Background: an optimization exercise with open tools, aiming at small area. Do not read the settings as production practice. The RTL was checked by simulation tests, not by an equivalence proof against the original design. Power figures rest on the tool's default switching activity, not on a simulated workload.

==> onyx <==
Design stopwatch, start of the top module:
module stopwatch(input CLOCK, input rst, input tick, input SW1, SW0, SW2, SW3, SW4, input [3:0] layer, input [31:0] x, y, output [15:0] oled_data);
    reg [2:0] t;
    reg [2:0] m;
    reg [3:0] u;
    reg [5:0] cnt;
    reg g;
    reg r;
    reg b;
  ...
export LEC_CHECK = 0
export ABC_AREA = 1
export CAP_MARGIN = 20
export CORE_MARGIN = 2
export CORE_UTILIZATION = 40
export CTS_BUF_LIST = sky130_fd_sc_hd__clkbuf_4
export CTS_CLUSTER_SIZE = 20
export SLEW_MARGIN = 20
create_clock -name core_clock -period 10.0 [get_ports {CLOCK}]
standard.sh (not shown) runs the stock make flow with config.mk's settings and CLKGATE_MAP_FILE= SYNTH_SCRIPT=/design/flow/synth_recipe.tcl, a recipe that flattens the netlist after the stock synthesis.
==> flow/flow/run.sh <==
#!/bin/bash
# Own layout flow: the standard ORFS flow (the standard.sh), with three changes:
#  1. synthesis maps the logic with an area-oriented ABC recipe (flow/abc_area.script, used
#     through ABC_AREA=1 from a copy of ORFS's scripts folder); the rest of the synthesis
#     script is ORFS's own, so registers keep their names and cell types;
#  2. synthesis does not extract half/full adders (ADDER_MAP_FILE empty), so ABC maps all logic;
#  3. ports are buffered with sky130_fd_sc_hd__buf_1 instead of the cell buffer_ports picks.
# Each step's full output goes to its own log file in the work folder.
set -euo pipefail
W=$(pwd)
rm -rf "$W/scripts_mod"
cp -r "$FLOW_HOME/scripts" "$W/scripts_mod"
cp "$W/flow/abc_area.script" "$W/scripts_mod/abc_area.script"
SCRIPTS_DIR="$W/scripts_mod" ADDER_MAP_FILE= bash standard.sh synth > "$W/flow_synth.log" 2>&1
CTS_ARGS="-buf_list sky130_fd_sc_hd__clkbuf_4 -dont_use_dummy_load -sink_clustering_enable -sink_clustering_size 20 -repair_clock_nets" BUFFER_PORTS_ARGS="-buffer_cell sky130_fd_sc_hd__buf_1" bash standard.sh > "$W/flow_layout.log" 2>&1
==> flow/flow/abc_area.script <==
strash
dc2
balance
rewrite
refactor
balance
rewrite
rewrite -z
balance
refactor -z
rewrite -z
balance
dc2
balance -l
resub -K 6 -l
rewrite -l
resub -K 6 -N 2 -l
refactor -l
resub -K 8 -l
balance -l
resub -K 8 -N 2 -l
rewrite -l
resub -K 10 -l
rewrite -z -l
resub -K 10 -N 2 -l
balance -l
resub -K 12 -l
refactor -z -l
resub -K 12 -N 2 -l
rewrite -z -l
balance -l
balance
rewrite
refactor
balance
rewrite
rewrite -z
balance
refactor -z
rewrite -z
balance
balance -l
resub -K 6 -l
rewrite -l
resub -K 6 -N 2 -l
refactor -l
resub -K 8 -l
balance -l
resub -K 8 -N 2 -l
rewrite -l
resub -K 10 -l
rewrite -z -l
resub -K 10 -N 2 -l
balance -l
resub -K 12 -l
refactor -z -l
resub -K 12 -N 2 -l
rewrite -z -l
balance -l
&get -n
&dch -f
&nf -p -a -R 1000
&put
topo
==> delta: changes against onyx <==
--- a/flow/flow/run.sh
+++ b/flow/flow/run.sh
@@ -13,3 +13,3 @@
 cp "$W/flow/abc_area.script" "$W/scripts_mod/abc_area.script"
 SCRIPTS_DIR="$W/scripts_mod" ADDER_MAP_FILE= bash standard.sh synth > "$W/flow_synth.log" 2>&1
-CTS_ARGS="-buf_list sky130_fd_sc_hd__clkbuf_4 -dont_use_dummy_load -sink_clustering_enable -sink_clustering_size 20 -repair_clock_nets" BUFFER_PORTS_ARGS="-buffer_cell sky130_fd_sc_hd__buf_1" bash standard.sh > "$W/flow_layout.log" 2>&1
+BUFFER_PORTS_ARGS="-buffer_cell sky130_fd_sc_hd__buf_1" bash standard.sh > "$W/flow_layout.log" 2>&1
==> summary.txt <==
|  | onyx | delta |
|---|---|---|
| Outcome | no timing/DRC/antenna violations | no timing/DRC/antenna violations |
| Number of vias per cell | 5.706 | 5.666 |
| Switching part of the total power | 0.3377 | 0.3434 |
| Relative area change from synthesis to final layout | 7.176% | 7.645% |
| Detailed Route WL | 3843 um | 3819 um |
| R2R setup slack | 7.18 ns | 7.17 ns |
| Vias post-DR | 1769 | 1762 |
| Power share of the clock group | 0.222 | 0.238 |
| Highest cell delay on the worst timing path | 0.44 ns | 0.45 ns |
| Final instance area | 0.001719 mm^2 | 0.001727 mm^2 |
| Vias in the first global route | 1425 | 1426 |
| All-Layer GR Usage | 0.1723 | 0.1733 |
| Share of total power in combinational logic | 0.308 | 0.302 |

-- port drivers added, routing unchanged --
The flow's constraints put no driver on any port. The routed layouts listed below were extracted and timed again, unchanged, in two steps.
Step 1: set_driving_cell puts a clkbuf_16 on CLOCK and a buf_2 on each other input, an assumption about the parent block.
Step 2 adds t to the input delays and takes it off the output delays; t is the mean of the earliest and latest rising clock arrival at the registers after step 1. Input paths then give back, and output paths get back, about the clock's delay inside the block.
Three values: ideal, step 1, step 2; two values: the first two.
run | t (ns) | slack for setup (ns) | pins driven straight from the clock port
onyx | 0.316 | 5.027 / 5.020 / 4.704 | 1
delta | 0.323 | 5.040 / 5.035 / 4.712 | 1
After both steps every run listed still meets setup and hold. For delta, which loses most, drivers alone change the setup slack by -0.005 ns; drivers and shift together by -0.328 ns.
